This is an optimization exercise on Yosys and OpenROAD, whose aim is small area, a short achievable clock period and few clock cycles, not a production implementation.
RTL that was checked went through simulation tests only; none was proved equivalent to the original.
For run 1, only the layout was checked, not whether the RTL still works.
Power figures rest on the tool's default switching activity, not on a simulated workload.

==> flow/design.v, too long to show whole: its modules and the start of the top module <==
// module mul: 953 lines
module mul
(
	input clk,
	input rst,
	input  [31:0] a,
	input  [31:0] b,
	input start,
	output [31:0] res_mul,
	output logic vld
);
  // ...
==> flow/flow/run.sh <==
#!/bin/bash
# The standard ORFS layout with three changes to how it is made:
#  - synthesis skips the generic ABC pass inside Yosys's synth command
#    (SYNTH_ARGS=-noabc), so extract_fa sees the adders as written and maps
#    them to full-adder cells without inverters between them; registers and
#    their names are the standard synthesis's;
#  - the port buffers are sky130_fd_sc_hd__buf_4 instead of a delay buffer;
#  - repair_timing aims for a larger setup margin.
set -euo pipefail
cd "$(dirname "$0")/.."
export SYNTH_ARGS="-noabc"
export BUFFER_PORTS_ARGS="-buffer_cell sky130_fd_sc_hd__buf_4"
export SETUP_SLACK_MARGIN=6.5
bash standard.sh finish > standard.log 2>&1
==> flow/standard.sh <==
#!/bin/bash
# synth_recipe.tcl (not shown) runs the flow's synth.tcl, then flattens the netlist and writes it again
# the make line also repeats each setting of config.mk as NAME=value (left out here)
make -C /OpenROAD-flow-scripts/flow DESIGN_CONFIG=/design/flow/config.mk WORK_HOME=/design/flow/orfs CLKGATE_MAP_FILE= SYNTH_SCRIPT=/design/flow/synth_recipe.tcl "${@:-finish}"
==> flow/config.mk <==
export PLATFORM = sky130hd
export DESIGN_NAME = mul
export DESIGN_NICKNAME = mul
export VERILOG_FILES = /design/flow/design.v
export SDC_FILE = /design/flow/constraint.sdc
export NUM_CORES = 4
export LEC_CHECK = 0
export CAP_MARGIN = 20
export CORE_MARGIN = 2
export CORE_UTILIZATION = 55
export SLEW_MARGIN = 20
==> flow/constraint.sdc <==
create_clock -name core_clock -period 12.0 [get_ports {clk}]
set_input_delay 2.4000 -clock core_clock [delete_from_list [all_inputs] [get_ports {clk}]]
set_output_delay 2.4000 -clock core_clock [all_outputs]
set_load 0.01 [all_outputs]
==> summary.md, run 1 <==
| Metric | Value |
|---|---|
| Status | `no timing/DRC/antenna violations` |
| Max FO, Critical Path | `4` |
| Post-Synth Simple-Gate Area | `4.42%` |
| Synth Area in XOR/XNOR | `21.6%` |
| Seq/total area | `9.85%` |
| Register bit total from synthesis | `82` |
| Total negative setup slack | `0 ns` |
| Syn Nets | `1,694` |
| Placed Cells | `1,671` |
| Ant. Diodes | `0` |
| Port Buffer Count | `99` |
| Wirelength per Cell | `26.6 um` |
| Number of synthesized flops with an enable pin | `0` |
| RD Place Congestion | `0.882` |
| Comb pwr | `0.00510 W` |
| Hold buffers post-CTS | `0` |
| Unique masters post-synth | `59` |
| Share of cells above drive strength 1 | `25.8%` |
| Area post-placement | `14,200 um2` |
| Top Consumer | `combinational cells` |
| M1 GR Usage | `50.4%` |
| Worst min-delay path class | `input port to register` |
| First-pass GRT wire length | `70.6 mm` |
| Clock share of power | `5.6%` |
| Peak supply drop | `545 uV` |
| P_seq | `0.000505 W` |
| Worst hold start | `rst` |
| Seq_cells | `82` |
| Number of CTS-inserted buffers | `9` |
| Die W | `160 um` |
| Critical Path, Cell by Cell | `fa_2 > ha_4 > ha_4 > nand4_1 > buf_4 > nor2_4 > nand4_1 > a211oi_4 > nor3_4 > or2_4 > buf_4 > xnor2_2 > buf_4` |
| Clock group | `0.000333 W` |
| FP Rows | `57` |
| Tap Count | `324` |
| Die Area | `25,500 um2` |
| Cts repair resizes | `142` |
| Crit path capture type | `output port` |
| Critical Path Most Common Cell | `buf_4` |
| WHS Endpoint | `vld$_DFF_P_` |
| Main combinational cell family by area after synthesis | `adder cells` |
| Critical path origin | `c430_q$_DFF_P_` |
| Most frequent cells in the layout | `xnor2_1 (279), a22oi_1 (212), fa_1 (181), buf_4 (169), dfxtp_1 (78)` |
==> run 2: changes to the inputs <==
--- a/flow/design.v
+++ b/flow/design.v
@@ -367,31 +367,34 @@
 logic s321, c322, s323, c324, s325, c326, s327, c328, s329, c330, s331, c332, s333, c334, s335, c336;
 logic s337, c338, s339, c340, s341, c342, s343, c344, s345, c346, s347, c348, s349, c350, s351, c352;
 logic s353, c354, s355, c356, s357, c358, s359, c360, s361, c362, s363, c364, s365, c366, s367, c368;
 logic s369, c370, s371, c372, s373, c374, s375, c376, s377, c378, s379, c380, s381, c382, s383, c384;
 logic s385, c386, s387, c388, s389, c390, s391, c392, s393, c394, s395, c396, s397, c398, s399, c400;
 logic s401, c402, s403, c404, s405, c406, s407, c408, s409, c410, s411, c412, s413, c414, s415, c416;
 logic s417, c418, s419, c420, s421, c422, s423, c424, s425, c426, s427, c428, s429, c430, s431, c432;
 logic s433, c434, s435, c436, s437, c438, s439, c440, s441, c442, s443, c444, s445, c446, s447, c448;
-logic s453, c454, s455, c456, s457, c458, s459, c460, s461, c462, s463, c464, s465, c466, s467, c468;
-logic s473, c474, s475, c476, s477, c478, s479, c480, s481, c482, s483, c484, s485, c486, s487, c488;
-logic s493, c494, s495, c496, s497, c498, s499, c500, s501, c502, s503, c504, s505, c506, s507, c508;
-logic s509, c510, s515, c516, s517, c518, s519, c520, s521, c522, s523, c524, s525, c526, s527, c528;
-logic s529, c530, s531, c532, s537, c538, s539, c540, s541, c542, s543, c544, s545, c546, s547, c548;
-logic s549, c550, s551, c552, s553, c554, s555, c556, s561, c562, s563, c564, s565, c566, s567, c568;
-logic s569, c570, s571, c572, s573, c574, s575, c576, s577, c578, s579, c580, s585, c586, s587, c588;
-logic s589, c590, s591, c592, s593, c594, s595, c596, s597, c598, s599, c600, s601, c602, s603, c604;
-logic s605, c606, s611, c612, s613, c614, s615, c616, s617, c618, s619, c620, s621, c622, s623, c624;
-logic s625, c626, s627, c628, s629, c630, s631, c632, s637, c638, s639, c640, s641, c642, s643, c644;
-logic s645, c646, s647, c648, s649, c650, s651, c652, s653, c654, s655, c656, s657, c658, s665, c666;
-logic s667, c668, s669, c670, s671, c672, s673, c674, s675, c676, s677, c678, s679, c680, s681, c682;
-logic s683, c684, s685, c686, s693, c694, s695, c696, s697, c698, s699, c700, s701, c702, s703, c704;
-logic s705, c706, s707, c708, s709, c710, s711, c712, s713, c714, s715, c716, s723, s724, s725, s726;
-logic s727, s728, s729, s730, s731, s732, s733, s734, s735;
+logic s449, c450, s453, c454, s455, c456, s457, c458, s459, c460, s461, c462, s463, c464, s465, c466;
+logic s467, c468, s469, c470, s473, c474, s475, c476, s477, c478, s479, c480, s481, c482, s483, c484;
+logic s485, c486, s487, c488, s489, c490, s493, c494, s495, c496, s497, c498, s499, c500, s501, c502;
+logic s503, c504, s505, c506, s507, c508, s509, c510, s511, c512, s515, c516, s517, c518, s519, c520;
+logic s521, c522, s523, c524, s525, c526, s527, c528, s529, c530, s531, c532, s533, c534, s537, c538;
+logic s539, c540, s541, c542, s543, c544, s545, c546, s547, c548, s549, c550, s551, c552, s553, c554;
+logic s555, c556, s561, c562, s563, c564, s565, c566, s567, c568, s569, c570, s571, c572, s573, c574;
+logic s575, c576, s577, c578, s579, c580, s585, c586, s587, c588, s589, c590, s591, c592, s593, c594;
+logic s595, c596, s597, c598, s599, c600, s601, c602, s603, c604, s605, c606, s611, c612, s613, c614;
+logic s615, c616, s617, c618, s619, c620, s621, c622, s623, c624, s625, c626, s627, c628, s629, c630;
+logic s631, c632, s637, c638, s639, c640, s641, c642, s643, c644, s645, c646, s647, c648, s649, c650;
+logic s651, c652, s653, c654, s655, c656, s657, c658, s659, c660, s665, c666, s667, c668, s669, c670;
+logic s671, c672, s673, c674, s675, c676, s677, c678, s679, c680, s681, c682, s683, c684, s685, c686;
+logic s687, c688, s693, c694, s695, c696, s697, c698, s699, c700, s701, c702, s703, c704, s705, c706;
+logic s707, c708, s709, c710, s711, c712, s713, c714, s715, c716, s717, c718, s723, s724, s725, s726;
+logic s727, s728, s729, s730, s731, s732, s733, s734, s735, s736, s737, s738, s739, s740, s741, s742;
+logic s743, s744, s745, s746, s747, s748, s749, s752, c753, s754, c755, s756, c757, s758, c759, s760;
+logic c761, s762, c763;
 assign s273 = bn1 ^ pp3;
 assign c274 = bn1 & pp3;
 assign s275 = pp4 ^ pp34;
 assign c276 = pp4 & pp34;
 assign s277 = bn2 ^ pp5 ^ pp35;
 assign c278 = (bn2 & pp5) | (pp35 & (bn2 ^ pp5));
 assign s279 = pp63 ^ c276;
 assign c280 = pp63 & c276;
@@ -478,18 +481,18 @@
 assign s361 = pp145 ^ pp165 ^ pp183;
 assign c362 = (pp145 & pp165) | (pp183 & (pp145 ^ pp165));
 assign s363 = c346 ^ c348 ^ s357;
 assign c364 = (c346 & c348) | (s357 & (c346 ^ c348));
 assign s365 = s359 ^ s361 ^ c350;
 assign c366 = (s359 & s361) | (c350 & (s359 ^ s361));
 assign s367 = s363 ^ c352 ^ s365;
 assign c368 = (s363 & c352) | (s365 & (s363 ^ c352));
-assign s369 = c354 ^ c356;
-assign c370 = c354 & c356;
+assign s369 = c354 ^ s367;
+assign c370 = c354 & s367;
 assign s371 = pp16 ^ pp46 ^ pp74;
 assign c372 = (pp16 & pp46) | (pp74 & (pp16 ^ pp46));
 assign s373 = pp100 ^ pp124 ^ pp146;
 assign c374 = (pp100 & pp124) | (pp146 & (pp100 ^ pp124));
 assign s375 = pp166 ^ pp184 ^ c358;
 assign c376 = (pp166 & pp184) | (c358 & (pp166 ^ pp184));
 assign s377 = c360 ^ c362 ^ s371;
 assign c378 = (c360 & c362) | (s371 & (c360 ^ c362));
@@ -558,48 +561,54 @@
 assign s441 = pp218 ^ c418 ^ c420;
 assign c442 = (pp218 & c418) | (c420 & (pp218 ^ c418));
 assign s443 = c422 ^ s435 ^ s437;
 assign c444 = (c422 & s435) | (s437 & (c422 ^ s435));
 assign s445 = s439 ^ c424 ^ c426;
 assign c446 = (s439 & c424) | (c426 & (s439 ^ c424));
 assign s447 = s441 ^ s443 ^ c428;
 assign c448 = (s441 & s443) | (c428 & (s441 ^ s443));
+assign s449 = c430 ^ s445 ^ s447;
+assign c450 = (c430 & s445) | (s447 & (c430 ^ s445));
 assign s453 = bn10 ^ pp21 ^ pp51;
 assign c454 = (bn10 & pp21) | (pp51 & (bn10 ^ pp21));
 assign s455 = pp79 ^ pp105 ^ pp129;
 assign c456 = (pp79 & pp105) | (pp129 & (pp79 ^ pp105));
 assign s457 = pp151 ^ pp171 ^ pp189;
 assign c458 = (pp151 & pp171) | (pp189 & (pp151 ^ pp171));
 assign s459 = pp205 ^ pp219 ^ pp231;
 assign c460 = (pp205 & pp219) | (pp231 & (pp205 ^ pp219));
 assign s461 = c436 ^ c438 ^ c440;
 assign c462 = (c436 & c438) | (c440 & (c436 ^ c438));
 assign s463 = s453 ^ s455 ^ s457;
 assign c464 = (s453 & s455) | (s457 & (s453 ^ s455));
 assign s465 = s459 ^ c442 ^ c444;
 assign c466 = (s459 & c442) | (c444 & (s459 ^ c442));
 assign s467 = s461 ^ s463 ^ c446;
 assign c468 = (s461 & s463) | (c446 & (s461 ^ s463));
+assign s469 = s465 ^ c448 ^ s467;
+assign c470 = (s465 & c448) | (s467 & (s465 ^ c448));
 assign s473 = pp22 ^ pp52 ^ pp80;
 assign c474 = (pp22 & pp52) | (pp80 & (pp22 ^ pp52));
 assign s475 = pp106 ^ pp130 ^ pp152;
 assign c476 = (pp106 & pp130) | (pp152 & (pp106 ^ pp130));
 assign s477 = pp172 ^ pp190 ^ pp206;
 assign c478 = (pp172 & pp190) | (pp206 & (pp172 ^ pp190));
 assign s479 = pp220 ^ pp232 ^ c454;
 assign c480 = (pp220 & pp232) | (c454 & (pp220 ^ pp232));
 assign s481 = c456 ^ c458 ^ c460;
 assign c482 = (c456 & c458) | (c460 & (c456 ^ c458));
 assign s483 = s473 ^ s475 ^ s477;
 assign c484 = (s473 & s475) | (s477 & (s473 ^ s475));
 assign s485 = c462 ^ c464 ^ s479;
 assign c486 = (c462 & c464) | (s479 & (c462 ^ c464));
 assign s487 = s481 ^ s483 ^ c466;
 assign c488 = (s481 & s483) | (c466 & (s481 ^ s483));
+assign s489 = s485 ^ c468 ^ s487;
+assign c490 = (s485 & c468) | (s487 & (s485 ^ c468));
 assign s493 = bn11 ^ pp23 ^ pp53;
 assign c494 = (bn11 & pp23) | (pp53 & (bn11 ^ pp23));
 assign s495 = pp81 ^ pp107 ^ pp131;
 assign c496 = (pp81 & pp107) | (pp131 & (pp81 ^ pp107));
 assign s497 = pp153 ^ pp173 ^ pp191;
 assign c498 = (pp153 & pp173) | (pp191 & (pp153 ^ pp173));
 assign s499 = pp207 ^ pp221 ^ pp233;
 assign c500 = (pp207 & pp221) | (pp233 & (pp207 ^ pp221));
@@ -608,16 +617,18 @@
 assign s503 = c478 ^ s493 ^ s495;
 assign c504 = (c478 & s493) | (s495 & (c478 ^ s493));
 assign s505 = s497 ^ s499 ^ c480;
 assign c506 = (s497 & s499) | (c480 & (s497 ^ s499));
 assign s507 = c482 ^ c484 ^ s501;
 assign c508 = (c482 & c484) | (s501 & (c482 ^ c484));
 assign s509 = s503 ^ c486 ^ s505;
 assign c510 = (s503 & c486) | (s505 & (s503 ^ c486));
+assign s511 = s507 ^ c488 ^ s509;
+assign c512 = (s507 & c488) | (s509 & (s507 ^ c488));
 assign s515 = pp24 ^ pp54 ^ pp82;
 assign c516 = (pp24 & pp54) | (pp82 & (pp24 ^ pp54));
 assign s517 = pp108 ^ pp132 ^ pp154;
 assign c518 = (pp108 & pp132) | (pp154 & (pp108 ^ pp132));
 assign s519 = pp174 ^ pp192 ^ pp208;
 assign c520 = (pp174 & pp192) | (pp208 & (pp174 ^ pp192));
 assign s521 = pp222 ^ pp234 ^ pp244;
 assign c522 = (pp222 & pp234) | (pp244 & (pp222 ^ pp234));
@@ -626,16 +637,18 @@
 assign s525 = c500 ^ s515 ^ s517;
 assign c526 = (c500 & s515) | (s517 & (c500 ^ s515));
 assign s527 = s519 ^ s521 ^ c502;
 assign c528 = (s519 & s521) | (c502 & (s519 ^ s521));
 assign s529 = c504 ^ s523 ^ s525;
 assign c530 = (c504 & s523) | (s525 & (c504 ^ s523));
 assign s531 = c506 ^ c508 ^ s527;
 assign c532 = (c506 & c508) | (s527 & (c506 ^ c508));
+assign s533 = s529 ^ c510 ^ s531;
+assign c534 = (s529 & c510) | (s531 & (s529 ^ c510));
 assign s537 = bn12 ^ pp25 ^ pp55;
 assign c538 = (bn12 & pp25) | (pp55 & (bn12 ^ pp25));
 assign s539 = pp83 ^ pp109 ^ pp133;
 assign c540 = (pp83 & pp109) | (pp133 & (pp83 ^ pp109));
 assign s541 = pp155 ^ pp175 ^ pp193;
 assign c542 = (pp155 & pp175) | (pp193 & (pp155 ^ pp175));
 assign s543 = pp209 ^ pp223 ^ pp235;
 assign c544 = (pp209 & pp223) | (pp235 & (pp209 ^ pp223));
@@ -732,16 +745,18 @@
 assign s651 = s639 ^ s641 ^ s643;
 assign c652 = (s639 & s641) | (s643 & (s639 ^ s641));
 assign s653 = s645 ^ c620 ^ c622;
 assign c654 = (s645 & c620) | (c622 & (s645 ^ c620));
 assign s655 = c624 ^ s647 ^ s649;
 assign c656 = (c624 & s647) | (s649 & (c624 ^ s647));
 assign s657 = s651 ^ c626 ^ c628;
 assign c658 = (s651 & c626) | (c628 & (s651 ^ c626));
+assign s659 = s653 ^ s655 ^ c630;
+assign c660 = (s653 & s655) | (c630 & (s653 ^ s655));
 assign s665 = pp30 ^ pp60 ^ pp88;
 assign c666 = (pp30 & pp60) | (pp88 & (pp30 ^ pp60));
 assign s667 = pp114 ^ pp138 ^ pp160;
 assign c668 = (pp114 & pp138) | (pp160 & (pp114 ^ pp138));
 assign s669 = pp180 ^ pp198 ^ pp214;
 assign c670 = (pp180 & pp198) | (pp214 & (pp180 ^ pp198));
 assign s671 = pp228 ^ pp240 ^ pp250;
 assign c672 = (pp228 & pp240) | (pp250 & (pp228 ^ pp240));
@@ -754,16 +769,18 @@
 assign s679 = s667 ^ s669 ^ s671;
 assign c680 = (s667 & s669) | (s671 & (s667 ^ s669));
 assign s681 = s673 ^ c648 ^ c650;
 assign c682 = (s673 & c648) | (c650 & (s673 ^ c648));
 assign s683 = c652 ^ s675 ^ s677;
 assign c684 = (c652 & s675) | (s677 & (c652 ^ s675));
 assign s685 = s679 ^ c654 ^ c656;
 assign c686 = (s679 & c654) | (c656 & (s679 ^ c654));
+assign s687 = s681 ^ s683 ^ c658;
+assign c688 = (s681 & s683) | (c658 & (s681 ^ s683));
 assign s693 = bn15 ^ pp31 ^ pp61;
 assign c694 = (bn15 & pp31) | (pp61 & (bn15 ^ pp31));
 assign s695 = pp89 ^ pp115 ^ pp139;
 assign c696 = (pp89 & pp115) | (pp139 & (pp89 ^ pp115));
 assign s697 = pp161 ^ pp181 ^ pp199;
 assign c698 = (pp161 & pp181) | (pp199 & (pp161 ^ pp181));
 assign s699 = pp215 ^ pp229 ^ pp241;
 assign c700 = (pp215 & pp229) | (pp241 & (pp215 ^ pp229));
@@ -778,176 +795,174 @@
 assign s709 = s697 ^ s699 ^ s701;
 assign c710 = (s697 & s699) | (s701 & (s697 ^ s699));
 assign s711 = c676 ^ c678 ^ c680;
 assign c712 = (c676 & c678) | (c680 & (c676 ^ c678));
 assign s713 = s703 ^ s705 ^ s707;
 assign c714 = (s703 & s705) | (s707 & (s703 ^ s705));
 assign s715 = s709 ^ c682 ^ c684;
 assign c716 = (s709 & c682) | (c684 & (s709 ^ c682));
-assign s723 = pp32 ^ pp62 ^ pp90;
-assign s724 = pp116 ^ pp140 ^ pp162;
-assign s725 = pp182 ^ pp200 ^ pp216;
-assign s726 = pp230 ^ pp242 ^ pp252;
-assign s727 = pp260 ^ pp266 ^ pp270;
-assign s728 = pp272 ^ s723 ^ s724;
-assign s729 = s725 ^ s726 ^ s727;
-assign s730 = c694 ^ c696 ^ c698;
-assign s731 = c700 ^ c702 ^ s728;
-assign s732 = s729 ^ s730 ^ c704;
-assign s733 = c706 ^ c708 ^ c710;
-assign s734 = s731 ^ s732 ^ s733;
-assign s735 = c712 ^ c714 ^ s734;
-logic c430_q, s445_q, s447_q, c432_q, c434_q, s465_q, c448_q, s467_q, s485_q, c468_q, s487_q, s507_q, c488_q, s509_q, s529_q, c510_q;
-logic s531_q, s553_q, c532_q, s555_q, s577_q, c556_q, s579_q, s603_q, c580_q, s605_q, c606_q, s629_q, s631_q, s653_q, s655_q, c630_q;
-logic c632_q, s657_q, s681_q, s683_q, c658_q, s685_q, s711_q, s713_q, c686_q, s715_q, c716_q, s735_q, pp1_q, pp2_q, pp33_q, c274_q;
-logic s277_q, s281_q, s287_q, s293_q, c296_q, s309_q, s319_q, c322_q, c332_q, s353_q, s367_q, c370_q, c384_q, c400_q, c416_q, bn0_q;
-logic s273_q, s275_q, s279_q, s283_q, s289_q, s295_q, s303_q, s311_q, s321_q, s331_q, s343_q, s355_q, s369_q, s383_q, s399_q, s415_q;
-logic s433_q;
+assign s717 = s711 ^ s713 ^ c686;
+assign c718 = (s711 & s713) | (c686 & (s711 ^ s713));
+assign s723 = pp32 ^ pp62;
+assign s724 = pp90 ^ pp116;
+assign s725 = pp140 ^ pp162;
+assign s726 = pp182 ^ pp200;
+assign s727 = pp216 ^ pp230;
+assign s728 = pp242 ^ pp252;
+assign s729 = pp260 ^ pp266;
+assign s730 = pp270 ^ pp272;
+assign s731 = s723 ^ s724;
+assign s732 = s725 ^ s726;
+assign s733 = s727 ^ s728;
+assign s734 = s729 ^ s730;
+assign s735 = s731 ^ s732;
+assign s736 = s733 ^ s734;
+assign s737 = c694 ^ c696;
+assign s738 = c698 ^ c700;
+assign s739 = c702 ^ s735;
+assign s740 = s736 ^ s737;
+assign s741 = s738 ^ s739;
+assign s742 = s740 ^ c704;
+assign s743 = c706 ^ c708;
+assign s744 = c710 ^ s741;
+assign s745 = s742 ^ s743;
+assign s746 = s744 ^ s745;
+assign s747 = c712 ^ c714;
+assign s748 = s746 ^ s747;
+assign s749 = s748 ^ c716;
+assign s752 = pp1 ^ bn0;
+assign c753 = pp1 & bn0;
+assign s754 = pp2 ^ c753;
+assign c755 = pp2 & c753;
+assign s756 = pp33 ^ s273 ^ c755;
+assign c757 = (pp33 & s273) | (c755 & (pp33 ^ s273));
+assign s758 = c274 ^ s275 ^ c757;
+assign c759 = (c274 & s275) | (c757 & (c274 ^ s275));
+assign s760 = s277 ^ s279 ^ c759;
+assign c761 = (s277 & s279) | (c759 & (s277 ^ s279));
+assign s762 = s281 ^ s283 ^ c761;
+assign c763 = (s281 & s283) | (c761 & (s281 ^ s283));
+logic c432_q, c434_q, c450_q, s469_q, c470_q, s489_q, c490_q, s511_q, c512_q, s533_q, s553_q, c532_q, s555_q, c534_q, s577_q, c556_q;
+logic s579_q, s603_q, c580_q, s605_q, c606_q, s629_q, s631_q, c632_q, s657_q, s659_q, s685_q, c660_q, s687_q, s715_q, c688_q, s717_q;
+logic s749_q, c718_q, s752_q, s754_q, s756_q, s758_q, s760_q, s762_q, s287_q, s293_q, c296_q, s309_q, s319_q, c322_q, c332_q, s353_q;
+logic c356_q, c370_q, c384_q, c400_q, c416_q, s449_q, s289_q, s295_q, s303_q, s311_q, s321_q, s331_q, s343_q, s355_q, s369_q, s383_q;
+logic s399_q, s415_q, s433_q, c763_q;
 always_ff @(posedge clk) begin
 	vld <= start & ~rst;
-	c430_q <= c430;
-	s445_q <= s445;
-	s447_q <= s447;
 	c432_q <= c432;
 	c434_q <= c434;
-	s465_q <= s465;
-	c448_q <= c448;
-	s467_q <= s467;
-	s485_q <= s485;
-	c468_q <= c468;
-	s487_q <= s487;
-	s507_q <= s507;
-	c488_q <= c488;
-	s509_q <= s509;
-	s529_q <= s529;
-	c510_q <= c510;
-	s531_q <= s531;
+	c450_q <= c450;
+	s469_q <= s469;
+	c470_q <= c470;
+	s489_q <= s489;
+	c490_q <= c490;
+	s511_q <= s511;
+	c512_q <= c512;
+	s533_q <= s533;
 	s553_q <= s553;
 	c532_q <= c532;
 	s555_q <= s555;
+	c534_q <= c534;
 	s577_q <= s577;
 	c556_q <= c556;
 	s579_q <= s579;
 	s603_q <= s603;
 	c580_q <= c580;
 	s605_q <= s605;
 	c606_q <= c606;
 	s629_q <= s629;
 	s631_q <= s631;
-	s653_q <= s653;
-	s655_q <= s655;
-	c630_q <= c630;
 	c632_q <= c632;
 	s657_q <= s657;
-	s681_q <= s681;
-	s683_q <= s683;
-	c658_q <= c658;
+	s659_q <= s659;
 	s685_q <= s685;
-	s711_q <= s711;
-	s713_q <= s713;
-	c686_q <= c686;
+	c660_q <= c660;
+	s687_q <= s687;
 	s715_q <= s715;
-	c716_q <= c716;
-	s735_q <= s735;
-	pp1_q <= pp1;
-	pp2_q <= pp2;
-	pp33_q <= pp33;
-	c274_q <= c274;
-	s277_q <= s277;
-	s281_q <= s281;
+	c688_q <= c688;
+	s717_q <= s717;
+	s749_q <= s749;
+	c718_q <= c718;
+	s752_q <= s752;
+	s754_q <= s754;
+	s756_q <= s756;
+	s758_q <= s758;
+	s760_q <= s760;
+	s762_q <= s762;
 	s287_q <= s287;
 	s293_q <= s293;
 	c296_q <= c296;
 	s309_q <= s309;
 	s319_q <= s319;
 	c322_q <= c322;
 	c332_q <= c332;
 	s353_q <= s353;
-	s367_q <= s367;
+	c356_q <= c356;
 	c370_q <= c370;
 	c384_q <= c384;
 	c400_q <= c400;
 	c416_q <= c416;
-	bn0_q <= bn0;
-	s273_q <= s273;
-	s275_q <= s275;
-	s279_q <= s279;
-	s283_q <= s283;
+	s449_q <= s449;
 	s289_q <= s289;
 	s295_q <= s295;
 	s303_q <= s303;
 	s311_q <= s311;
 	s321_q <= s321;
 	s331_q <= s331;
 	s343_q <= s343;
 	s355_q <= s355;
 	s369_q <= s369;
 	s383_q <= s383;
 	s399_q <= s399;
 	s415_q <= s415;
 	s433_q <= s433;
+	c763_q <= c763;
 end
-logic s449, c450, s451, c452, s469, c470, s471, c472, s489, c490, s491, c492, s511, c512, s513, c514;
-logic s533, c534, s535, c536, s557, c558, s559, c560, s581, c582, s583, c584, s607, c608, s609, c610;
-logic s633, c634, s635, c636, s659, c660, s661, c662, s663, c664, s687, c688, s689, c690, s691, c692;
-logic s717, c718, s719, c720, s721, c722, s736, s737;
-assign s449 = c430_q ^ s445_q ^ s447_q;
-assign c450 = (c430_q & s445_q) | (s447_q & (c430_q ^ s445_q));
+logic s451, c452, s471, c472, s491, c492, s513, c514, s535, c536, s557, c558, s559, c560, s581, c582;
+logic s583, c584, s607, c608, s609, c610, s633, c634, s635, c636, s661, c662, s663, c664, s689, c690;
+logic s691, c692, s719, c720, s721, c722, s750, s751;
 assign s451 = c432_q ^ c434_q;
 assign c452 = c432_q & c434_q;
-assign s469 = s465_q ^ c448_q ^ s467_q;
-assign c470 = (s465_q & c448_q) | (s467_q & (s465_q ^ c448_q));
-assign s471 = c450 ^ c452;
-assign c472 = c450 & c452;
-assign s489 = s485_q ^ c468_q ^ s487_q;
-assign c490 = (s485_q & c468_q) | (s487_q & (s485_q ^ c468_q));
-assign s491 = c470 ^ s489;
-assign c492 = c470 & s489;
-assign s511 = s507_q ^ c488_q ^ s509_q;
-assign c512 = (s507_q & c488_q) | (s509_q & (s507_q ^ c488_q));
-assign s513 = c490 ^ s511;
-assign c514 = c490 & s511;
-assign s533 = s529_q ^ c510_q ^ s531_q;
-assign c534 = (s529_q & c510_q) | (s531_q & (s529_q ^ c510_q));
-assign s535 = c512 ^ s533;
-assign c536 = c512 & s533;
+assign s471 = c450_q ^ s469_q;
+assign c472 = c450_q & s469_q;
+assign s491 = c470_q ^ s489_q;
+assign c492 = c470_q & s489_q;
+assign s513 = c490_q ^ s511_q;
+assign c514 = c490_q & s511_q;
+assign s535 = c512_q ^ s533_q;
+assign c536 = c512_q & s533_q;
 assign s557 = s553_q ^ c532_q ^ s555_q;
 assign c558 = (s553_q & c532_q) | (s555_q & (s553_q ^ c532_q));
-assign s559 = c534 ^ s557;
-assign c560 = c534 & s557;
+assign s559 = c534_q ^ s557;
+assign c560 = c534_q & s557;
 assign s581 = s577_q ^ c556_q ^ s579_q;
 assign c582 = (s577_q & c556_q) | (s579_q & (s577_q ^ c556_q));
 assign s583 = c558 ^ s581;
 assign c584 = c558 & s581;
 assign s607 = s603_q ^ c580_q ^ s605_q;
 assign c608 = (s603_q & c580_q) | (s605_q & (s603_q ^ c580_q));
 assign s609 = c582 ^ s607;
 assign c610 = c582 & s607;
 assign s633 = c606_q ^ s629_q ^ s631_q;
 assign c634 = (c606_q & s629_q) | (s631_q & (c606_q ^ s629_q));
 assign s635 = c608 ^ s633;
 assign c636 = c608 & s633;
-assign s659 = s653_q ^ s655_q ^ c630_q;
-assign c660 = (s653_q & s655_q) | (c630_q & (s653_q ^ s655_q));
-assign s661 = c632_q ^ s657_q ^ s659;
-assign c662 = (c632_q & s657_q) | (s659 & (c632_q ^ s657_q));
+assign s661 = c632_q ^ s657_q ^ s659_q;
+assign c662 = (c632_q & s657_q) | (s659_q & (c632_q ^ s657_q));
 assign s663 = c634 ^ c636;
 assign c664 = c634 & c636;
-assign s687 = s681_q ^ s683_q ^ c658_q;
-assign c688 = (s681_q & s683_q) | (c658_q & (s681_q ^ s683_q));
-assign s689 = s685_q ^ c660 ^ s687;
-assign c690 = (s685_q & c660) | (s687 & (s685_q ^ c660));
-assign s691 = c662 ^ c664;
-assign c692 = c662 & c664;
-assign s717 = s711_q ^ s713_q ^ c686_q;
-assign c718 = (s711_q & s713_q) | (c686_q & (s711_q ^ s713_q));
-assign s719 = s715_q ^ c688 ^ s717;
-assign c720 = (s715_q & c688) | (s717 & (s715_q ^ c688));
+assign s689 = s685_q ^ c660_q ^ s687_q;
+assign c690 = (s685_q & c660_q) | (s687_q & (s685_q ^ c660_q));
+assign s691 = c662 ^ s689;
+assign c692 = c662 & s689;
+assign s719 = s715_q ^ c688_q ^ s717_q;
+assign c720 = (s715_q & c688_q) | (s717_q & (s715_q ^ c688_q));
 assign s721 = c690 ^ s719;
 assign c722 = c690 & s719;
-assign s736 = c716_q ^ s735_q ^ c718;
-assign s737 = s736 ^ c720;
-logic [31:0] r0, r1;
-assign r0 = {c722, c692, s689, s661, c610, c584, c560, c536, c514, c492, c472, s469, s449, c416_q, c400_q, c384_q, c370_q, s367_q, s353_q, c332_q, c322_q, s319_q, s309_q, c296_q, s293_q, s287_q, s281_q, s277_q, c274_q, pp33_q, pp2_q, pp1_q};
-assign r1 = {s737, s721, s691, s663, s635, s609, s583, s559, s535, s513, s491, s471, s451, s433_q, s415_q, s399_q, s383_q, s369_q, s355_q, s343_q, s331_q, s321_q, s311_q, s303_q, s295_q, s289_q, s283_q, s279_q, s275_q, s273_q, 1'b0, bn0_q};
-assign res_mul = r0 + r1;
+assign s750 = s749_q ^ c718_q;
+assign s751 = s750 ^ c720;
+logic [25:0] r0, r1;
+assign r0 = {c722, c692, c664, s661, c610, c584, c560, c536, c514, c492, c472, c452, s449_q, c416_q, c400_q, c384_q, c370_q, c356_q, s353_q, c332_q, c322_q, s319_q, s309_q, c296_q, s293_q, s287_q};
+assign r1 = {s751, s721, s691, s663, s635, s609, s583, s559, s535, s513, s491, s471, s451, s433_q, s415_q, s399_q, s383_q, s369_q, s355_q, s343_q, s331_q, s321_q, s311_q, s303_q, s295_q, s289_q};
+assign res_mul[31:6] = r0 + r1 + {25'b0, c763_q};
+assign res_mul[5:0] = {s762_q, s760_q, s758_q, s756_q, s754_q, s752_q};
 endmodule
==> summary.md, run 2 <==
| Metric | Value |
|---|---|
| Post-route ant nets | `0 (unchanged)` |
| Crit-path max cell delay | `0.47 ns (was 0.41 ns)` |
| TritonCTS clock tree | `yes (unchanged)` |
| Via density | `6.43 (was 6.49)` |
| Crit path capture type | `register (was output port)` |
| Main area contributors after synthesis | `fa_1 (31%), xnor2_1 (20%), a22oi_1 (13%), dfxtp_1 (11%), ha_1 (6.9%) (was fa_1 (29%), xnor2_1 (19%), a22oi_1 (12%), dfxtp_1 (12%), ha_1 (7.0%))` |
| CP required | `12.24 ns (was 9.60 ns)` |
| GRT Total Usage | `37.8% (was 36.8%)` |
| Status | `no timing/DRC/antenna violations (unchanged)` |
| Vias in the first global route | `11,400 (about the same)` |
| Peak supply drop | `358 uV (was 545 uV)` |
| Root buf cell | `clkbuf_16 (unchanged)` |
| Internal | `0.00251 W (was 0.00317 W)` |
| Post-DP HPWL | `28.8 mm (was 29.5 mm)` |
| Slew @ Worst Pin | `0.753 ns (was 0.676 ns)` |
| Post-Syn Area per Cell | `9.81 um2 (was 9.85 um2)` |
| Cells after Synth | `1,321 (was 1,356)` |
| Cell taking the most area after synthesis | `fa_1 (unchanged)` |
| Total negative setup slack | `0 ns (unchanged)` |
| Max FO, Critical Path | `13 (was 4)` |
| Worst min-delay path class | `input port to register (unchanged)` |
| Post-Route WL | `46.0 mm (was 47.9 mm)` |
| Reg power frac | `9.5% (was 8.5%)` |
| Largest net degree at the start of global routing | `64 (was 60)` |
| Syn Nets | `1,661 (was 1,694)` |
| # setup viols final | `0 (unchanged)` |
| Unique masters post-synth | `51 (was 59)` |
| Via count | `11,300 (was 11,700)` |
| Hold buffers post-CTS | `0 (unchanged)` |
| Synth Cell Area | `13,000 um2 (was 13,400 um2)` |
| Critical Path, Cell by Cell | `buf_6 > nand2b_4 > o21ai_4 > buf_4 > buf_4 > bufbuf_16 > a22oi_2 > xnor2_2 > fa_1 > fa_2 > fa_2 > fa_2 > fa_1 (was fa_2 > ha_4 > ha_4 > nand4_1 > buf_4 > nor2_4 > nand4_1 > a211oi_4 > nor3_4 > or2_4 > buf_4 > xnor2_2 > buf_4)` |
| Initial antenna violation count | `0 (unchanged)` |
| Initial Utilization | `55.7% (was 55.4%)` |
| Top-Level Pins | `100 (unchanged)` |
| Top-area cell type share of the netlist area | `31.2% (was 29.4%)` |
| WHS Endpoint | `vld$_DFF_P_ (unchanged)` |
| Die Ht | `157 um (was 160 um)` |
| Crit-path slowest cell | `fa_1 (was fa_2)` |
| Ant. Diodes | `0 (unchanged)` |
| Fillers | `1,722 (was 1,852)` |
| Primary FF master, synth | `dfxtp_1 (unchanged)` |
| Drt first pass iters | `6 (was 7)` |
| Most frequent cells in the layout | `xnor2_1 (269), a22oi_1 (188), buf_4 (181), fa_1 (129), a21oi_1 (76) (was xnor2_1 (279), a22oi_1 (212), fa_1 (181), buf_4 (169), dfxtp_1 (78))` |
| # DRC | `0 (unchanged)` |
| Critical Path AT | `5.82 ns (was 3.24 ns)` |
| Seq/Total Area, Yosys | `10.7% (was 12.3%)` |
| Clock buffer depth | `2 (unchanged)` |
| CTS clk-pin slew, worst paths | `0.07 ns (about the same)` |
| Commonest non-fill, non-tap cell in the layout | `xnor2_1 (unchanged)` |
| Combinational group share of total power | `84.6% (was 85.9%)` |
| Period Utilization, post-route | `46.5% (was 47.0%)` |
| Die W | `157 um (was 160 um)` |
| Max_slew headroom | `49.3% (was 54.6%)` |
| Die Area | `24,800 um2 (was 25,500 um2)` |
| Net Sw Frac | `46.6% (was 46.7%)` |
| Synth async-reset ratio | `0% (unchanged)` |
| Final Slew Violations | `0 (unchanged)` |
| Final Hold Viols | `0 (unchanged)` |
| Ys Warns | `1 (unchanged)` |
| RSZ-0062 raised after global routing | `yes (unchanged)` |
| Register bit total from synthesis | `69 (was 82)` |
| Critical Path Most Common Cell | `fa_2 (was buf_4)` |
| Top post-synthesis cells by count | `xnor2_1 (291), a22oi_1 (225), fa_1 (202) (was xnor2_1 (287), a22oi_1 (220), fa_1 (196))` |
| FP Rows | `56 (was 57)` |
| First-pass GRT wire length | `68.9 mm (was 70.6 mm)` |
| Area growth syn-to-layout | `28.1% (was 25.1%)` |
| Number of CTS-inserted buffers | `9 (unchanged)` |
| Total Power | `0.00471 W (was 0.00594 W)` |
| Initial DRC count | `1,365 (was 1,411)` |
| Wirelength per Cell | `26.0 um (was 26.6 um)` |
| P_sw | `0.00219 W (was 0.00277 W)` |
| Pleak | `6.43 nW (was 6.50 nW)` |
| Share of cells above drive strength 1 | `32.2% (was 25.8%)` |
| Max Fclk | `179 MHz (was 177 MHz)` |
| CP Class | `input port to register (was register to output port)` |
| Clock share of power | `5.9% (was 5.6%)` |
| Core Box Area | `23,300 um2 (was 24,100 um2)` |
| Pwr dens | `284 nW/um2 (was 355 nW/um2)` |
| Final min period | `5.58 ns (was 5.64 ns)` |
| H-tree levels | `3 (unchanged)` |
| RD Place Congestion | `0.915 (was 0.882)` |
| Port Buffer Count | `99 (unchanged)` |
| # clock sinks | `69 (was 82)` |
| Maxcap violations | `0 (unchanged)` |
| Crit path launch type | `input port (was register)` |
| Most frequent cell after synthesis | `xnor2_1 (unchanged)` |
| Worst hold start | `rst (unchanged)` |
| Hold Path Depth | `2 (unchanged)` |
| GRT overflow | `0 (unchanged)` |
| Nets | `1,782 (was 1,807)` |
| Number of synthesized flops with an enable pin | `0 (unchanged)` |
[run 2: cell types whose count changed after synthesis, sizes merged, moves of 6 or more]
| cell | change |
|---|---|
| clkbuf | +6 |
| fa | +6 |
| a21oi | +7 |
| inv | +8 |
| xor2 | -12 |
| o21ai | -15 |
| nand2 | -18 |
| dfxtp | -13 |
[run 2: power groups by stage]
stage | registers (W) | logic, W | clock network [W]
2_1_floorplan | 0.000439 | 0.00250 | 0
3_3_place_gp | 0.000450 | 0.00356 | 0
3_5_place_dp | 0.000451 | 0.00364 | 0
4_1_cts | 0.000447 | 0.00384 | 0.000284
5_1_grt | 0.000457 | 0.00445 | 0.000293
6_report | 0.000445 | 0.00398 | 0.000279
[run 2: critical path: cells and delay by family]
family | cells | cell delay [ns]
AND/OR/NAND/NOR | 1 | 0.14
AO/OA/AOI/OAI | 2 | 0.26
adder cells (fa/ha/maj) | 5 | 2.18
XOR/XNOR | 1 | 0.15
buffers and inverters | 4 | 0.66
[run 2: timing repair]
item | CTS | global route
setup buffers | 94 | 26
pin swaps | 66 | 77
resized for setup | 165 | 84
gates cloned | 8 | 0
endpoints found under the setup margin | 68 | 26
[run 2: cell families after synthesis]
logic type	synth area share, %
AO/OA/AOI/OAI	19.3
XOR/XNOR	21.8
adder cells (fa/ha/maj)	38.1
buffers and inverters	5.60
flip-flops	10.7
AND/OR/NAND/NOR	4.58
[run 2: layer usage]
layer  vias to the layer above  GRT usage [%]  part of all wire (%)
met5                         -              0                     0
met4                         0           19.9                   6.1
met3                       189           6.75                    10
met2                       799           60.9                    46
met1                      5578           48.6                    38
li1                       4782              -                     -
[run 2: worst max-delay path by stage]
stage                                end   from  slack [ns]
after global routing      s749_q$_DFF_P_  b[25]        6.31
final                     s687_q$_DFF_P_   b[4]        6.42
after floorplan           s749_q$_DFF_P_   b[1]        6.25
after CTS                 s489_q$_DFF_P_   b[6]        6.45
after global placement    s489_q$_DFF_P_   b[1]        5.27
after detailed placement  s489_q$_DFF_P_   b[1]        5.15
[run 2: area by class of cell]
type                            instances  area [um2]  share of cell area, %
Tap cell                              319         399                   2.41
Timing Repair Buffer                  237        2280                   13.7
Sequential cell                        69        1380                   8.34
Timing Repair inverter                  3        26.3                  0.158
Inverter                               52         313                   1.89
Multi-Input combinational cell       1070       11900                   71.7
Clock buffer                           10         229                   1.38
Clock inverter                          6        63.8                  0.385
[run 2: per-stage QoR]
step	std cells	area (um2)	hold slack (ns)	util, %	worst slack [ns]
3_5_place_dp	1622	14000	2.56	60.0	5.15
4_1_cts	1740	16100	2.18	69.0	6.45
5_1_grt	1766	16600	2.20	71.3	6.31
2_1_floorplan	1321	13500	2.47	-	6.25
3_3_place_gp	1622	14000	2.56	60.0	5.27
6_report	1766	16600	2.19	71.3	6.42
Testbench counts of run 2, summed over its fixed seeds: cycles 3,200.
==> run 3: changes to the inputs <==
--- a/flow/flow/run.sh
+++ b/flow/flow/run.sh
@@ -11,4 +11,4 @@
 export SYNTH_ARGS="-noabc"
 export BUFFER_PORTS_ARGS="-buffer_cell sky130_fd_sc_hd__buf_4"
-export SETUP_SLACK_MARGIN=6.5
+export SETUP_SLACK_MARGIN=6.0
 bash standard.sh finish > standard.log 2>&1
==> summary.md, run 3 <==
| Metric | Value |
|---|---|
| Crit-path max cell delay | `0.49 ns (was 0.47 ns)` |
| Critical Path AT | `6.28 ns (was 5.82 ns)` |
| Area growth syn-to-layout | `10.4% (was 28.1%)` |
| Post-route cell area | `14,300 um2 (was 16,600 um2)` |
| CP Class | `input port to register (unchanged)` |
| Cell taking the most area after synthesis | `fa_1 (unchanged)` |
| Period Utilization, post-route | `50.0% (was 46.5%)` |
| Most frequent cell after synthesis | `xnor2_1 (unchanged)` |
| Number of synthesized flops with an enable pin | `0 (unchanged)` |
| CP Buf/Inv Count | `2 (was 4)` |
| Critical Path, Cell by Cell | `buf_4 > ha_1 > buf_4 > a22oi_1 > xnor2_1 > fa_1 > fa_1 > fa_1 > fa_1 > xnor2_1 > xnor2_1 > xnor2_1 > xnor2_1 > xnor2_1 (was buf_6 > nand2b_4 > o21ai_4 > buf_4 > buf_4 > bufbuf_16 > a22oi_2 > xnor2_2 > fa_1 > fa_2 > fa_2 > fa_2 > fa_1)` |
| CP top delay family | `adder cells (unchanged)` |
| Synth Cell Area | `13,000 um2 (unchanged)` |
| Top-area cell type share of the netlist area | `31.2% (unchanged)` |
| Final min period | `6.00 ns (was 5.58 ns)` |
| Met2 usage | `53.1% (was 60.9%)` |
| WHS Endpoint | `vld$_DFF_P_ (unchanged)` |
| Total negative setup slack | `0 ns (unchanged)` |
| # setup viols final | `0 (unchanged)` |
| CP required | `12.29 ns (was 12.24 ns)` |
| Number of CTS-inserted buffers | `9 (unchanged)` |
| Die Ht | `157 um (unchanged)` |
| Critical Path Most Common Cell | `xnor2_1 (was fa_2)` |
| Final Hold Viols | `0 (unchanged)` |
| CTS clk-pin slew, worst paths | `0.07 ns (about the same)` |
| Root buf cell | `clkbuf_16 (unchanged)` |
| Crit-path slowest cell | `fa_1 (unchanged)` |
| First-pass GRT wire length | `60.8 mm (was 68.9 mm)` |
| Hold Path Depth | `2 (unchanged)` |
| Initial antenna violation count | `0 (unchanged)` |
| Main area contributors after synthesis | `fa_1 (31%), xnor2_1 (20%), a22oi_1 (13%), dfxtp_1 (11%), ha_1 (6.9%) (unchanged)` |
| Via count | `10,100 (was 11,300)` |
| M1 GR Usage | `44.4% (was 48.6%)` |
| Top post-synthesis cells by count | `xnor2_1 (291), a22oi_1 (225), fa_1 (202) (unchanged)` |
| Max FO, Critical Path | `26 (was 13)` |
| Hold buffers post-CTS | `0 (unchanged)` |
| RD Place Congestion | `0.917 (was 0.915)` |
| Post-Syn Area per Cell | `9.81 um2 (unchanged)` |
| Clock buffer depth | `2 (unchanged)` |
| Register bit total from synthesis | `69 (unchanged)` |
| Share of cells above drive strength 1 | `13.3% (was 32.2%)` |
| Net Sw Frac | `47.5% (was 46.6%)` |
| Crit path launch type | `input port (unchanged)` |
| Core Box Area | `23,300 um2 (unchanged)` |
| P_sw | `0.00206 W (was 0.00219 W)` |
| Final Slew Violations | `0 (unchanged)` |
| Max_slew headroom | `53.7% (was 49.3%)` |
| Internal | `0.00227 W (was 0.00251 W)` |
| Pwr dens | `303 nW/um2 (was 284 nW/um2)` |
| Vias in the first global route | `10,300 (was 11,400)` |
| GRT Total Usage | `32.9% (was 37.8%)` |
| Hold slack | `2.19 ns (about the same)` |
| RSZ-0062 raised after global routing | `yes (unchanged)` |
| FP Rows | `56 (unchanged)` |
| Max Fclk | `167 MHz (was 179 MHz)` |
| Most frequent cells in the layout | `xnor2_1 (291), a22oi_1 (225), fa_1 (201), buf_4 (125), a21oi_1 (80) (was xnor2_1 (269), a22oi_1 (188), buf_4 (181), fa_1 (129), a21oi_1 (76))` |
| Area post-placement | `13,700 um2 (was 14,000 um2)` |
| Pleak | `5.51 nW (was 6.43 nW)` |
| GRT overflow | `0 (unchanged)` |
| Ys Warns | `1 (unchanged)` |
| Post-route ant nets | `0 (unchanged)` |
| Peak supply drop | `346 uV (was 358 uV)` |
| Clock share of power | `6.1% (was 5.9%)` |
| Via density | `6.13 (was 6.43)` |
| Nets | `1,671 (was 1,782)` |
| H-tree levels | `3 (unchanged)` |
| Slew @ Worst Pin | `0.690 ns (was 0.753 ns)` |
| Initial DRC count | `880 (was 1,365)` |
| Seq/Total Area, Yosys | `10.7% (unchanged)` |
| GRT busiest layer | `met2 (unchanged)` |
| Wirelength per Cell | `23.9 um (was 26.0 um)` |
| Primary FF master, synth | `dfxtp_1 (unchanged)` |
| Routing usage on met3 | `6.06% (was 6.75%)` |
| Drt first pass iters | `5 (was 6)` |
| Commonest non-fill, non-tap cell in the layout | `xnor2_1 (unchanged)` |
| Top-Level Pins | `100 (unchanged)` |
| Synth async-reset ratio | `0% (unchanged)` |
| Post-Route WL | `39.5 mm (was 46.0 mm)` |
| Crit path capture type | `register (unchanged)` |
| Syn Nets | `1,661 (unchanged)` |
| # DRC | `0 (unchanged)` |
| TritonCTS clock tree | `yes (unchanged)` |
| Worst min-delay path class | `input port to register (unchanged)` |
| Maxcap violations | `0 (unchanged)` |
| Combinational group share of total power | `83.7% (was 84.6%)` |
| Post-DP HPWL | `28.3 mm (was 28.8 mm)` |
| Worst hold start | `rst (unchanged)` |
| Ant. Diodes | `0 (unchanged)` |
| Initial Utilization | `55.7% (unchanged)` |
| # clock sinks | `69 (unchanged)` |
| Die Area | `24,800 um2 (unchanged)` |
| Unique masters post-synth | `51 (unchanged)` |
| Reg power frac | `10.2% (was 9.5%)` |
| Die W | `157 um (unchanged)` |
| Cells after Synth | `1,321 (unchanged)` |
| Port Buffer Count | `99 (unchanged)` |
| Largest net degree at the start of global routing | `68 (was 64)` |
| Status | `no timing/DRC/antenna violations (unchanged)` |
run 3: cell counts after synthesis:
Identical to the previous run, type by type.
run 3: worst max-delay path by stage:
| stage | startpoint | cells past startpoint | endpoint | slack (ns) |
|---|---|---|---|---|
| final | b[5] | 14 | s749_q$_DFF_P_ | 6.00 |
| after global routing | b[5] | 14 | s749_q$_DFF_P_ | 5.85 |
| after CTS | b[9] | 15 | s749_q$_DFF_P_ | 6.01 |
| after detailed placement | b[1] | 11 | s511_q$_DFF_P_ | 4.98 |
| after global placement | b[1] | 11 | s511_q$_DFF_P_ | 5.06 |
| after floorplan | b[11] | 10 | s469_q$_DFF_P_ | 6.00 |
run 3: timing repair:
action / CTS / global route
endpoints found under the setup margin: 32 / 13
pin swaps: 3 / 2
cloned: 0 / 1
resized for setup: 32 / 8
buffers inserted: 8 / 7
run 3: cell type report:
class / instances / area, um2
clock buffer: 9 / 225
clock inverter: 7 / 51.3
sequential: 69 / 1380
multi-input combinational: 1070 / 11000
fill: 2031 / 8960
inverter: 52 / 246
timing repair buffer: 129 / 1020
tap: 319 / 399
run 3: kinds of logic after synthesis:
| group | share of synthesized area, % |
|---|---|
| compound gates | 19.3 |
| xor+xnor | 21.8 |
| fa+ha+maj | 38.1 |
| buf+inv | 5.60 |
| simple gates | 4.58 |
| flops | 10.7 |
run 3: metrics by stage:
stage	setup slack, ns	cells	power, W	utilization [%]
after CTS	6.01	1647	0.00435	61.0
after global placement	5.06	1623	0.00398	58.9
after floorplan	6.00	1321	0.00286	-
after detailed placement	4.98	1623	0.00404	58.9
final	6.00	1655	0.00433	61.5
after global routing	5.85	1655	0.00482	61.5
run 3: power by group through the flow:
| stage | Clock [W] | Sequential [W] | Combinational (W) |
|---|---|---|---|
| floorplan | 0 | 0.000439 | 0.00242 |
| global placement | 0 | 0.000449 | 0.00353 |
| detailed placement | 0 | 0.000450 | 0.00358 |
| CTS | 0.000269 | 0.000445 | 0.00363 |
| global route | 0.000280 | 0.000456 | 0.00408 |
| finish | 0.000264 | 0.000444 | 0.00362 |
run 3: routing by layer:
| layer | vias up | part of all wire (%) |
|---|---|---|
| met5 | - | 0 |
| met4 | 0 | 3.7 |
| met3 | 94 | 7.5 |
| met2 | 471 | 46 |
| met1 | 5031 | 42 |
| li1 | 4547 | - |

[afterwards: timing with drivers on the ports]
How much do the figures lean on ideal ports? The routed layouts below were timed once more, with nothing changed but the port constraints.
Step 1, drivers: a clkbuf_16 drives clk and a buf_2 each remaining input, both assumed.
Step 2 also shifts input and output timing later by t, the mid clock arrival at the registers, as if the neighbouring blocks saw the same clock.
a / b / c = ideal / step 1 / step 2; a / b = the first two.
run	shift t [ns]	setup slack, ns	worst setup path after step 2
run 1	0.405	6.358 / 6.310 / 5.972	input to register
run 2	0.400	6.417 / 6.336 / 5.935	input to register
run 3	0.402	6.005 / 6.035 / 5.633	input to register
After both steps every run listed still meets setup and hold. The setup slack of run 2, which loses most, moves by -0.081 ns with the drivers and by -0.482 ns with both steps.
